From an optimization exercise on the open Yosys and OpenROAD flow, aimed at small area and a short achievable clock period; shortcuts taken in it are not production practice. Only simulation tests tie the RTL to the original design; equivalence was not proved. No activity file was given, so power comes from the tool's default toggle rates.

--- design/flow/config.mk ---
export PLATFORM = sky130hd
export DESIGN_NAME = mult_line
export DESIGN_NICKNAME = mult_line
export VERILOG_FILES = /design/flow/design.v
export SDC_FILE = /design/flow/constraint.sdc
export NUM_CORES = 4
export LEC_CHECK = 0
export CAP_MARGIN = 20
export CORE_MARGIN = 2
export CORE_UTILIZATION = 40
export PLACE_DENSITY = 0.6
export SLEW_MARGIN = 20
--- design/flow/constraint.sdc ---
create_clock -name core_clock -period 3.0 [get_ports {clk}]
set_input_delay 0.6000 -clock core_clock [delete_from_list [all_inputs] [get_ports {clk}]]
set_output_delay 0.6000 -clock core_clock [all_outputs]
set_load 0.01 [all_outputs]
--- design/flow/design.v ---
module mult_cell #(
    parameter MULTLEN_1 = 4,
    parameter MULTLEN_2 = 4
) (
    input                                    clk,
    input                                    rst_n,
    input                                    en,
    input      [MULTLEN_1 + MULTLEN_2 - 1:0] mult_1_i,    
    input      [            MULTLEN_2 - 1:0] mult_2_i,    
    input      [MULTLEN_1 + MULTLEN_2 - 1:0] mult_acci,
    output reg [MULTLEN_1 + MULTLEN_2 - 1:0] mult_1_o,
    output reg [MULTLEN_1 + MULTLEN_2 - 1:0] mult_2_o,
    output reg [MULTLEN_1 + MULTLEN_2 - 1:0] mult_acco,
    output reg                               rdy
);
  reg [MULTLEN_1 + MULTLEN_2 - 1:0] mult_acco_t;
  always @(*) begin
    mult_acco_t = mult_acci + mult_1_i;
  end
  always @(posedge clk or negedge rst_n) begin
    if (!rst_n) begin
      mult_1_o  <= 'd0;
      mult_2_o  <= 'd0;
      mult_acco <= 'd0;
      rdy       <= 0;
    end else if (en) begin
      mult_1_o <= mult_1_i << 1;
      mult_2_o <= mult_2_i >> 1;
      rdy      <= 1;
      if (mult_2_i[0]) begin
        mult_acco <= mult_acco_t;
      end else mult_acco <= mult_acci;
    end else begin
      mult_1_o  <= 'd0;
      mult_2_o  <= 'd0;
      mult_acco <= 'd0;
      rdy       <= 0;
    end
  end
endmodule
module mult_line #(
    parameter MULTLEN_1 = 16,   
    parameter MULTLEN_2 = 16    
) (
    input                                clk,
    input                                rst_n,
    input                                rdy,
    input  [              MULTLEN_1-1:0] mult_1,
    input  [              MULTLEN_2-1:0] mult_2,
    output [MULTLEN_1 + MULTLEN_2 - 1:0] dout,
    output                               valid
);
  wire [MULTLEN_1 + MULTLEN_2 - 1:0] mult1_t   [MULTLEN_2-1:0];
  wire [            MULTLEN_2 - 1:0] mult2_t   [MULTLEN_2-1:0];
  wire [MULTLEN_1 + MULTLEN_2 - 1:0] mult_acc_t[MULTLEN_2-1:0];
  wire [            MULTLEN_2 - 1:0] rdy_t;
  mult_cell #(
      .MULTLEN_1(MULTLEN_1),
      .MULTLEN_2(MULTLEN_2)
  ) mult_cell_dut (
      .clk      (clk),
      .rst_n    (rst_n),
      .en       (rdy),
      .mult_1_i ({{(MULTLEN_2) {1'b0}}, mult_1}),
      .mult_2_i (mult_2),
      .mult_acci({(MULTLEN_1 + MULTLEN_2) {1'b0}}),
      .mult_1_o (mult1_t[0]),
      .mult_2_o (mult2_t[0]),
      .mult_acco(mult_acc_t[0]),
      .rdy      (rdy_t[0])
  );
  genvar i;
  generate
    for (i = 1 ; i < MULTLEN_2; i = i + 1) begin : MULT_STEP
      mult_cell #(
          .MULTLEN_1(MULTLEN_1),
          .MULTLEN_2(MULTLEN_2)
      ) mult_cell_step (
          .clk      (clk),
          .rst_n    (rst_n),
          .en       (rdy_t[i-1]),
          .mult_1_i (mult1_t[i-1]),
          .mult_2_i (mult2_t[i-1]),
          .mult_acci(mult_acc_t[i-1]),
          .mult_1_o (mult1_t[i]),
          .mult_2_o (mult2_t[i]),
          .mult_acco(mult_acc_t[i]),
          .rdy      (rdy_t[i])
      );
    end
  endgenerate
  assign valid = rdy_t[MULTLEN_2-1];
  assign dout  = mult_acc_t[MULTLEN_2-1];
endmodule
--- design/flow/run.sh ---
#!/bin/bash
# synth_recipe.tcl (not shown) runs the flow's synth.tcl, then flattens the netlist and writes it again
# the make line also repeats each setting of config.mk as NAME=value (left out here)
make -C /OpenROAD-flow-scripts/flow DESIGN_CONFIG=/design/flow/config.mk WORK_HOME=/design/flow/orfs CLKGATE_MAP_FILE= SYNTH_SCRIPT=/design/flow/synth_recipe.tcl finish
==> flow_metrics.tcl <==
set metrics [dict create \
    status "no timing/DRC/antenna violations" \
    fp.dieW_microns 307 \
    power_mw 21.6 \
    fmax_mhz 365 \
    pwr-share-seq_pct 48.8 \
    clk_path_buf_depth 3 \
    slowest_delay_ns 0.40 \
    synth_cell_type_count 74 \
    async_reset_ff_share_pct 100 \
    syn_nets 3571 \
    final_cell_mix "767 x dfrtp_1, 498 x and2_1, 239 x ha_1" \
    switchingPower_mw 4.66 \
    antenna_found_initial 1 \
    slew_viol_final 0 \
    nNetsFinal 3664 \
    initial_utilization_pct 40.5 \
    crit_chain "ha_1 > fa_1 > a21oi_1 > o21ai_0 > a31oi_1 > o21ai_0 > a21oi_1 > nor4bb_1 > a221o_1" \
    die_area_sq_um 94000 \
    end_kind "register" \
    hold_path_class "reg2reg" \
    avgSynthCellArea_sq_um 11.2 \
    clkLatencyLatePin_ns 0.64 \
    design.portCount 68 \
    critPathLaunchType "register" \
    dp_hpwl_mm 53.9 \
    finalHoldViolCount 0 \
    final_common_cell "dfrtp_1" \
    vias_per_cell 5.08 \
    gr-total-overflow 0 \
    path_class "reg2reg" \
    fin_crit_ns 2.74 \
    h-tree-depth 3 \
    fp-row-count 110 \
    netlist_instances 3282 \
    cts_made_buffers 82 \
    cell_internal_pwr_mw 17.0 \
    synth-edff-count 0 \
    cap_violations 0 \
    fin_setup_tns_ns 0 \
    area_delta_synth_final_pct 13.8 \
    vias 23500 \
    drt-initial-drc-count 1184 \
    die_y_microns 307 \
    drc_errors 0 \
    cp_slowest_cell "fa_1" \
    hold_slack_ns 0.448 \
    final_area_sq_um 41700 \
    comb_power_share_pct 3.6 \
    p_per_area_nw_per_um2 519 \
    place_area_sq_um 38900 \
    grt_pass1_wl_mm 120 \
    ys_seq_area_share_pct 52.4 \
    p_clk_share_pct 47.6 \
    totalWireLength_mm 71.2 \
    final_antenna_net_count 0 \
    tightestPinTransition_ns 0.907 \
    drt_pre_antenna_iters 5 \
    grt_pass1_vias 24200 \
    path_clk_slew_ns 0.06 \
    ys_warn_count 2 \
    grt_max_degree 92 \
    root_buffer "clkbuf_16" \
    cts_tree "yes" \
    switching_share_pct 21.5 \
    ys_ff_latch 767 \
    clock_sinks 767 \
    relSlewSlack_pct 39.5 \
    diodes 0 \
    wl_per_cell_microns 15.4 \
    worstPathRequired_ns 3.52 \
    rsz0062_at_grt "no" \
    grt_usage_pct 15.5 \
    fin_crit_sh_pct 91.2 \
    peakVddDrop_mv 0.390 \
    drive_gt1_share_pct 6.40 \
    setup_viol 0 \
    syn_area_sq_um 36600 \
    place_congestion 0.825 \
    core_sq_um 90400 \
    synthFlopType "dfrtp_1" \
    crit_arrival_ns 3.25 \
    cp_max_fo 3 \
    port_buffers 67 \
    skew_ns 0.0213 \
    cellLeakagePower_nw 20.4 \
]
-- power groups by stage --
| stage | Combinational, mW | Clock (mW) | Sequential (mW) |
|---|---|---|---|
| final | 0.778 | 10.3 | 10.6 |
| after global routing | 0.897 | 11.1 | 10.6 |
| after CTS | 0.804 | 10.6 | 10.6 |
| after detailed placement | 0.800 | 0 | 10.7 |
| after global placement | 0.794 | 0 | 10.7 |
| after floorplan | 0.410 | 0 | 10.7 |
-- registers in the layout, summed over array words and instances, names as in the netlist --
signal,flops
MULT_STEP.mult_cell_step.mult_2_o,105
MULT_STEP.mult_cell_step.mult_acco,375
MULT_STEP.mult_cell_step.rdy,15
mult_cell_dut.mult_2_o,15
mult_cell_dut.rdy,1
mult_cell_dut.mult_acco,16
MULT_STEP.mult_cell_step.mult_1_o,224
mult_cell_dut.mult_1_o,16
-- cells in the mapped netlist (all sizes together) (5+ instances only) --
library cell | n | area [sq um]
nand3b | 17 | 128
nand3 | 56 | 280
o31ai | 13 | 97.6
and3 | 44 | 275
nor3 | 23 | 135
a21oi | 155 | 776
and2 | 499 | 3120
xor2 | 27 | 236
ha | 239 | 2990
nor4bb | 9 | 90.1
o21bai | 31 | 233
mux2i | 116 | 1160
a311o | 5 | 50.1
nor2 | 151 | 569
dfrtp | 767 | 19200
or2 | 5 | 31.3
o211ai | 22 | 165
o22ai | 13 | 81.3
nor2b | 125 | 782
nor4 | 11 | 68.8
xnor2 | 106 | 928
o21a | 41 | 308
or4b | 6 | 60.1
fa | 15 | 300
nand2 | 150 | 563
a211o | 8 | 70.1
o21ai | 117 | 586
a211oi | 48 | 390
inv | 57 | 214
o211a | 22 | 220
a221o | 15 | 150
nor3b | 15 | 113
or3 | 19 | 119
a21o | 78 | 586
a31oi | 17 | 106
clkbuf | 101 | 379
nand4b | 21 | 184
nand4 | 24 | 150
a21boi | 6 | 52.6
nand2b | 17 | 106
o2111ai | 5 | 43.8
o31a | 7 | 61.3
buf | 18 | 71.3
-- cell type report --
type	instances	area (sq um)
Sequential cell	767	19200
Fill cell	8260	48700
Multi-Input combinational cell	2339	16800
Clock buffer	119	2380
Inverter	57	214
Timing Repair Buffer	128	1260
Tap cell	1176	1470
Clock inverter	30	398
-- cell families after synthesis --
| logic type | share of synthesized area [%] |
|---|---|
| mux | 3.20 |
| compound gates | 11.7 |
| flops | 52.4 |
| buf+inv | 1.81 |
| simple gates | 18.7 |
| xor+xnor | 3.18 |
| fa+ha+maj | 8.99 |
-- per-stage QoR --
| step | util (%) | worst slack (ns) | std cells |
|---|---|---|---|
| 6_report | 46.1 | 0.264 | 4616 |
| 5_1_grt | 46.1 | 0.117 | 4616 |
| 4_1_cts | 46.1 | 0.288 | 4616 |
| 3_5_place_dp | 43.0 | 0.295 | 4466 |
| 3_3_place_gp | 43.0 | 0.331 | 4466 |
| 2_1_floorplan | - | 0.566 | 3282 |
-- layer usage --
metal	vias up	routed length (microns)	track usage, %	share of wire, %
li1	11600	-	-	-
met1	11400	29600	18.0	42
met2	320	37100	28.6	52
met3	134	2100	2.48	3.0
met4	0	2370	6.10	3.3
met5	-	0	0	0
-- critical path: cells and delay by family (launching register included) --
family	cells	cell delay, ns
DFF	1	0.38
adders and majority gates	2	0.63
and+or+nand+nor	1	0.09
AOI/OAI and AO/OA	6	1.51
-- repair_timing --
item / CTS / global route
resized for setup: 0 / 0
endpoints found under the hold margin: 43 / 0
setup endpoints to repair: 0 / 0
buffers inserted: 0 / 0
hold buffers: 1 / 0
-- path summary, 6_finish.rpt --
kind | from | endpoint | slack (ns) | cells after the start
worst max register to register | mult_cell_dut.mult_acco[1] | MULT_STEP[1].mult_cell_step.mult_acco[15] | 0.26 | 9
max in group asynchronous | rst_n | MULT_STEP[1].mult_cell_step.mult_2_o[4] | 1.58 | 4
worst min-delay path | MULT_STEP[5].mult_cell_step.mult_2_o[1] | MULT_STEP[6].mult_cell_step.mult_2_o[0] | 0.45 | 1
min in group asynchronous | rst_n | MULT_STEP[15].mult_cell_step.mult_acco[28] | 0.49 | 2
worst max-delay path | mult_cell_dut.mult_acco[1] | MULT_STEP[1].mult_cell_step.mult_acco[15] | 0.26 | 9
worst min register to register | MULT_STEP[5].mult_cell_step.mult_2_o[1] | MULT_STEP[6].mult_cell_step.mult_2_o[0] | 0.45 | 1

## afterwards: timing with drivers on the ports
The flow's constraints put no driver on any port. The routed layout listed below was extracted and timed again, unchanged, in two steps.
Step 1, drivers: a clkbuf_16 drives clk and a buf_2 each remaining input, both assumed.
Step 2 moves the port delays by t, midway between the first and last clock arrival at a register: inputs arrive t later, outputs are due t later. That takes back most of the time a late clock gives input paths.
Three values: ideal ports, drivers, drivers and shift; two values: the first two.
t, ns: 0.703
slack for setup (ns): 0.264 / 0.264 / 0.264
hold WS [ns]: 0.448 / 0.445 / 0.448
worst register clock-pin slew, ns: 0.06 / 0.06
cell pins on the clock port's net: 1
After both steps this run still meets setup and hold. For this run, drivers alone change the setup slack by 0.000 ns; drivers and shift together by 0.000 ns.
